Source: an optimization exercise on an open RTL-to-GDS flow (aim: small area, a short achievable clock period and few clock cycles per item). Production flows keep margins and buffers that such runs may drop.
Only simulation tests tie the RTL to the original design; equivalence was not proved.
No driver is modelled on the clock port, so clock power and skew are understated where the tree is cut down; a real chip needs a root buffer or a tree.
No activity file was given, so power comes from the tool's default toggle rates.

==> flow/design.v <==
module qspi_memory_interface (
    input  wire        clk,
    input  wire        spi_rst_n,
    input  wire        st,
    input  wire        ld,
    input  wire        spi_target,     
    input  wire [15:0] addr,
    input  wire [15:0] data_in,
    output reg  [15:0] data_out,
    output wire        spi_clk,
    output reg         spi_flash_cs,   
    output reg         spi_ram_cs,     
    input  wire [3:0]  spi_data_in,
    output wire [3:0]  spi_data_out,
    output wire [3:0]  spi_data_oe,
    output reg         busy
);
    localparam integer LFSR_N = 28;
    localparam integer LFSR_M = 25;
    localparam integer PAT_K  = 15;
    localparam [PAT_K-1:0] PAT = 15'd31999;
    reg  [6:0]  cnt;
    reg         init_done;
    reg  [31:0] sr;
    reg  [3:0]  dq;
    reg         oeq;
    reg         oe0;
    assign spi_clk      = cnt[0];
    assign spi_data_out = dq;
    assign spi_data_oe  = {oeq, oeq, oeq, oe0};
    wire [5:0] b   = cnt[6:1];
    wire       ev  = !cnt[0];
    wire       fl  = !spi_flash_cs;
    wire       rm  = !spi_ram_cs;
    wire       wr  = oeq;
    wire [15:0] t = data_out;
    wire s66  = t[0] & !t[1];
    wire s99  = t[1] & !t[2];
    wire s06  = t[3] & !t[4];
    wire s31  = t[4] & !t[5];
    wire i_eb = t[9];
    wire i_wait = !t[0] | (t[2] & !t[3]) | (t[5] & !t[9]);
    wire i_cmd_bit =
        (s66 & ((b == 6'd1) || (b == 6'd2) || (b == 6'd5) || (b == 6'd6))) |
        (s99 & ((b == 6'd0) || (b == 6'd3) || (b == 6'd4) || (b == 6'd7))) |
        (s06 & ((b == 6'd5) || (b == 6'd6))) |
        (s31 & ((b == 6'd2) || (b == 6'd3) || (b == 6'd7) || (b == 6'd14))) |
        (i_eb & ((b == 6'd0) || (b == 6'd1) || (b == 6'd2) || (b == 6'd4) ||
                 (b == 6'd6) || (b == 6'd7)));
    wire [6:0] i_last = i_eb ? 7'd39 : (s31 ? 7'd31 : 7'd15);
    wire hit    = (sr[PAT_K-1:0] == PAT);
    wire lfsr_fb = !(sr[LFSR_N-1] ^ sr[LFSR_M-1]);
    wire go_f   = ld & !spi_target;
    wire go_r   = spi_target & (ld | st);
    wire f_end  = (cnt == 7'd30);
    wire r_end  = (b == 6'd47) & (cnt[0] | !wr);
    reg [3:0] f_nib;
    always @(*) begin
        case (b)
            6'd1:    f_nib = {3'b000, sr[31]};
            6'd2:    f_nib = {sr[31], sr[29], sr[27], sr[25]};
            6'd3:    f_nib = {sr[25], sr[23], sr[21], sr[19]};
            6'd4:    f_nib = {sr[19], sr[17], sr[15], sr[13]};
            6'd5:    f_nib = {sr[13], sr[11], sr[9], 1'b0};
            6'd6:    f_nib = 4'b1010;
            default: f_nib = 4'b0000;
        endcase
    end
    wire r_bit = (b == 6'd6) | ((b == 6'd7) & !wr) |
                 ((b >= 6'd15) & (b <= 6'd30) & sr[27]) |
                 ((b >= 6'd32) & sr[28]);
    wire i_step  = busy & ((i_wait & hit) | (!i_wait & fl & (cnt == i_last)));
    wire i_end   = i_step & i_eb;
    wire d_sh4   = init_done & busy & fl & ev & (cnt >= 7'd24);
    wire d_sh1   = init_done ? (busy & rm & !wr & ev & (cnt >= 7'd64)) : (i_step & !i_eb);
    wire d_hold  = !(d_sh4 | d_sh1 | i_end);
    wire d_in1   = spi_data_in[1] | !init_done;
    always @(posedge clk or negedge spi_rst_n) begin
        if (!spi_rst_n)
            data_out <= 16'h0000;
        else
            data_out <= ({16{d_hold}} & data_out) |
                        ({16{d_sh4}}  & {data_out[11:0], spi_data_in}) |
                        ({16{d_sh1}}  & {data_out[14:0], d_in1});
    end
    always @(posedge clk or negedge spi_rst_n) begin
        if (!spi_rst_n) begin
            busy         <= 1'b0;
            spi_flash_cs <= 1'b1;
            spi_ram_cs   <= 1'b1;
            init_done    <= 1'b0;
            oeq          <= 1'b0;
            oe0          <= 1'b0;
        end else if (!init_done) begin
            busy <= 1'b1;
            oeq  <= 1'b0;
            oe0  <= 1'b0;
            if (busy && !i_wait) begin
                if (spi_flash_cs) begin
                    spi_flash_cs <= 1'b0;
                end else begin
                    oe0 <= 1'b1;
                    oeq <= i_eb & (b >= 6'd8);
                    if (cnt == i_last) begin
                        spi_flash_cs <= 1'b1;
                        oe0          <= 1'b0;
                        oeq          <= 1'b0;
                        if (i_eb) begin
                            init_done <= 1'b1;
                            busy      <= 1'b0;
                        end
                    end
                end
            end
        end else if (!busy) begin
            busy         <= go_f | go_r;
            spi_flash_cs <= !go_f;
            spi_ram_cs   <= !go_r;
            oeq          <= go_r & !ld;
            oe0          <= 1'b0;
        end else begin
            if (fl) begin
                oeq <= (cnt < 7'd15);
                oe0 <= (cnt < 7'd15);
                if (f_end) begin
                    busy         <= 1'b0;
                    spi_flash_cs <= 1'b1;
                    oeq          <= 1'b0;
                    oe0          <= 1'b0;
                end
            end else begin
                oe0 <= 1'b1;
                if (r_end) begin
                    busy       <= 1'b0;
                    spi_ram_cs <= 1'b1;
                    oe0        <= 1'b0;
                    oeq        <= 1'b0;
                end
            end
        end
    end
    wire c_run = busy & (init_done ? !(fl ? f_end : r_end)
                                   : (!i_wait & fl & (cnt != i_last)));
    wire [6:0] cnt_nx = c_run ? cnt + 7'd1 : 7'd0;
    always @(posedge clk or negedge spi_rst_n) begin
        if (!spi_rst_n)
            cnt[0] <= 1'b0;
        else
            cnt[0] <= cnt_nx[0];
    end
    always @(posedge clk)
        cnt[6:1] <= cnt_nx[6:1];
    wire [31:0] ring_in;
    genvar gi;
    generate
        for (gi = 0; gi < 16; gi = gi + 1) begin : g_map
            assign ring_in[(2*gi + 31) % 32] = addr[gi];
            assign ring_in[(2*gi + 30) % 32] = data_in[gi];
        end
    endgenerate
    wire sr_load = init_done & !busy;
    wire sr_rot  = busy & (init_done | (i_wait & !hit));
    wire sr_in0  = init_done ? sr[31] : lfsr_fb;
    always @(posedge clk)
        sr <= ({32{sr_load}} & ring_in) | ({32{sr_rot}} & {sr[30:0], sr_in0});
    always @(posedge clk) begin
        if (!init_done)
            dq <= {i_eb & (b == 6'd14), 1'b0, i_eb & (b == 6'd14), i_cmd_bit};
        else if (fl)
            dq <= f_nib;
        else
            dq <= {3'b000, r_bit};
    end
endmodule
Settings: LEC_CHECK=0, CAP_MARGIN=20, CORE_MARGIN=2, CORE_UTILIZATION=40, SLEW_MARGIN=20; clock period 10.0 ns.
standard.sh (not shown) runs the stock make flow with config.mk's settings and CLKGATE_MAP_FILE= SYNTH_SCRIPT=/design/flow/synth_recipe.tcl, a recipe that flattens the netlist after the stock synthesis.
==> flow/flow/run.sh <==
#!/bin/bash
set -euo pipefail
export POST_CTS_TCL="$PWD/flow/post_cts.tcl"
bash standard.sh finish SETUP_SLACK_MARGIN=7.5 "BUFFER_PORTS_ARGS=-buffer_cell sky130_fd_sc_hd__buf_1" > make_finish.log 2>&1
==> flow/flow/post_cts.tcl <==
# POST_CTS hook: flatten the clock tree to one level of buffers, then
# legalise and repair timing again on the new tree.
source [file join [file dirname [info script]] clocktree.tcl]
my_flat_clock_tree 3
detailed_placement
estimate_parasitics -placement
repair_timing_helper
detailed_placement
check_placement -verbose
Other scripts of this flow, unchanged in this note and not shown: flow/flow/clocktree.tcl
The first run completed without violations.
Testbench counts at the start, summed over its fixed seeds: cycles 82,887, ops 1,280.
Next try:
==> flow/flow/run.sh (replaced) <==
#!/bin/bash
set -euo pipefail
export POST_CTS_TCL="$PWD/flow/post_cts.tcl"
KNOBS=(SETUP_SLACK_MARGIN=7 "BUFFER_PORTS_ARGS=-buffer_cell sky130_fd_sc_hd__buf_1")
bash standard.sh synth "${KNOBS[@]}" > make_synth.log 2>&1

R="$PWD/orfs/results/$FLOW_PLATFORM/qspi_memory_interface/base"
PLAT="$FLOW_HOME/platforms/$FLOW_PLATFORM"
LIB="$PLAT/lib/sky130_fd_sc_hd__tt_025C_1v80.lib"
DU=$(sed -n '/DONT_USE_CELLS/,/^$/p' "$PLAT/config.mk" | grep -o 'sky130_fd_sc_hd__[a-z0-9_]*' | sed 's/^/-dont_use /' | tr '\n' ' ')
YOSYS=yosys
if [[ -x "$FLOW_HOME/../tools/install/yosys/bin/yosys" ]]; then YOSYS="$FLOW_HOME/../tools/install/yosys/bin/yosys"; fi
cp "$R/1_2_yosys.v" netlist_in.v
sed -e "s|LIBERTY|$LIB|g" -e "s|DONT_USE|$DU|" flow/remap.ys > remap.ys
"$YOSYS" -s remap.ys > yosys_remap.log 2>&1
cp netlist_out.v "$R/1_2_yosys.v"
rm -f "$R/1_synth.odb" "$R/1_synth.sdc"

bash standard.sh finish "${KNOBS[@]}" > make_finish.log 2>&1
==> flow/flow/remap.ys (new file) <==
# Re-map the combinational logic of the standard synthesis netlist for area.
# Flip-flops are kept as black boxes, so every register keeps its name and
# cell type; only the gates between them change.
read_verilog netlist_in.v
read_liberty -ignore_miss_func LIBERTY
hierarchy -top qspi_memory_interface
blackbox sky130_fd_sc_hd__df* sky130_fd_sc_hd__edf* sky130_fd_sc_hd__sdf*
flatten
hierarchy -top qspi_memory_interface
opt_clean -purge
techmap
opt -fast -purge
abc -liberty LIBERTY DONT_USE -script +strash;&get,-n;&st;&dch;&nf,-a;&put
opt_clean -purge
hilomap -singleton -hicell sky130_fd_sc_hd__conb_1 HI -locell sky130_fd_sc_hd__conb_1 LO
splitnets
opt_clean -purge
stat -liberty LIBERTY
write_verilog -noattr -noexpr -nohex -nodec netlist_out.v
The changed run finished clean.
Total power is about the same.
Hold slack loses 5.1 ps.
Clock power is about the same.
Sequential share of layout area came out higher by 4.2 points.
Synthesized area came out lower by 9.5%.
Register-to-register slack is worse by 450 ps.
Next try:
--- a/flow/flow/remap.ys
+++ b/flow/flow/remap.ys
@@ -13 +13 @@
-abc -liberty LIBERTY DONT_USE -script +strash;&get,-n;&st;&dch;&nf,-a;&put
+abc -liberty LIBERTY DONT_USE -script +strash;dc2;dc2;&get,-n;&st;&dch,-f;&nf,-a,-R,1000;&put
Outcome: Worst hold slack is worse by 6.5 ps. Total power is about the same. Core utilization went up by 0.59 points. Fmax hardly moves. Sequential power is about the same. Cell area goes down by 4.3%. Die area came out lower by 4.4%. Sequential cell count stays the same. Area after synthesis goes down by about 4.6%. Via count decreases by about 0.56%. Final cell count drops by about 4%.
Next try:
==> flow/flow/isolate.tcl (new file) <==
# Give each output port's driving flip-flop a light load: the flip-flop
# keeps only the port buffer, and a new buffer drives its other loads.
proc my_isolate_outputs { cell } {
  set block [ord::get_db_block]
  set n 0
  set obufs {}
  foreach bt [$block getBTerms] {
    if {[$bt getIoType] ne "OUTPUT"} { continue }
    foreach it [[$bt getNet] getITerms] {
      if {[$it isOutputSignal]} { lappend obufs [$it getInst] }
    }
  }
  set done {}
  foreach bt [$block getBTerms] {
    if {[$bt getIoType] ne "OUTPUT"} { continue }
    set pnet [$bt getNet]
    set obuf ""
    foreach it [$pnet getITerms] {
      if {[$it isOutputSignal]} { set obuf [$it getInst] }
    }
    if {$obuf eq ""} { continue }
    set qnet [[$obuf findITerm A] getNet]
    if {$qnet eq "NULL" || $qnet eq ""} { continue }
    # step back through one inverter to the flip-flop
    set keep [list $obuf]
    foreach it [$qnet getITerms] {
      if {[$it isOutputSignal]} {
        set d [$it getInst]
        if {[string match "sky130_fd_sc_hd__*inv_*" [[$d getMaster] getName]]} {
          set qnet [[$d findITerm A] getNet]
          lappend keep $d
        }
      }
    }
    set drv ""
    set loads {}
    foreach it [$qnet getITerms] {
      if {[$it isOutputSignal]} {
        set drv $it
      } elseif {[lsearch -exact $obufs [$it getInst]] < 0 && [lsearch -exact $keep [$it getInst]] < 0} {
        lappend loads $it
      }
    }
    if {$drv eq "" || [llength $loads] == 0 || [lsearch -exact $done $qnet] >= 0} { continue }
    lappend done $qnet
    if {![string match "sky130_fd_sc_hd__df*" [[[$drv getInst] getMaster] getName]]} { continue }
    set pins {}
    foreach it $loads {
      lappend pins [sta::find_pin [$it getName]]
    }
    set loc [[$drv getInst] getLocation]
    insert_buffer -buffer_cell $cell -net [sta::find_net [$qnet getName]] -load_pins $pins \
      -location [list [ord::dbu_to_microns [lindex $loc 0]] [ord::dbu_to_microns [lindex $loc 1]]]
    incr n
  }
  puts "isolated $n output flip-flops"
}
==> flow/flow/post_cts.tcl (replaced) <==
# POST_CTS hook: flatten the clock tree to one level of buffers, give the
# output flip-flops a light load, then legalise and repair timing again.
source [file join [file dirname [info script]] clocktree.tcl]
source [file join [file dirname [info script]] isolate.tcl]
my_flat_clock_tree 3
my_isolate_outputs sky130_fd_sc_hd__buf_1
detailed_placement
estimate_parasitics -placement
repair_timing_helper
detailed_placement
check_placement -verbose
Result: Cell area increases by 2.6%. Global-route usage increases by 1.1 points. Final cell count increases by 4.9%. Critical path depth stays the same. Wire length increases by 6.0%.
Next try:
--- a/flow/flow/run.sh
+++ b/flow/flow/run.sh
@@ -4 +4 @@
-KNOBS=(SETUP_SLACK_MARGIN=7 "BUFFER_PORTS_ARGS=-buffer_cell sky130_fd_sc_hd__buf_1")
+KNOBS=(SETUP_SLACK_MARGIN=7.3 "BUFFER_PORTS_ARGS=-buffer_cell sky130_fd_sc_hd__buf_1")
==> flow/flow/post_cts.tcl (replaced) <==
# POST_CTS hook: flatten the clock tree to one level of buffers, then
# legalise and repair timing again on the new tree.
source [file join [file dirname [info script]] clocktree.tcl]
my_flat_clock_tree 3
detailed_placement
estimate_parasitics -placement
repair_timing_helper
detailed_placement
check_placement -verbose
removed: flow/flow/isolate.tcl
Wire length stays flat.
Worst hold slack gains 3.3 ps.
Synthesized cell count is unchanged.
Setup slack gains 13 ps.
Register-to-register slack gains 100 ps.
Cell area climbs by 6.3%.
Power drops by about 0.4%.
Area after synthesis stays the same.
Global-route usage drops by 0.50 points.
No run of this note takes its clock network from TritonCTS; it comes from the design's own scripts or RTL.

separate check: timing with driven ports:
The flow's constraints put no driver on any port. The routed layouts listed below were extracted and timed again, unchanged, in two steps.
Step 1 assumes that a clkbuf_16 drives the clock port and a buf_2 every other input.
Step 2 times the ports against the registers' clock, not the clock port: input delays grow and output delays shrink by t, the midpoint of the rising clock arrivals with the driver on.
Three values: ideal ports, drivers, drivers and shift; two values: the first two.
run | shift t [ns] | setup slack, ns | slew at the worst register clock pin (ns) | worst slew at a driven data input, ns
the first run | 0.208 | 7.202 / 7.143 / 7.332 | 0.09 / 0.09 | 0.04
the second run | 0.214 | 7.178 / 7.115 / 7.275 | 0.10 / 0.10 | 0.04
the third run | 0.209 | 7.186 / 7.127 / 7.336 | 0.09 / 0.09 | 0.04
the fourth run | 0.210 | 7.174 / 7.115 / 7.312 | 0.09 / 0.09 | 0.04
the fifth run | 0.211 | 7.186 / 7.124 / 7.311 | 0.09 / 0.09 | 0.04
After both steps setup and hold are still met in every run listed.
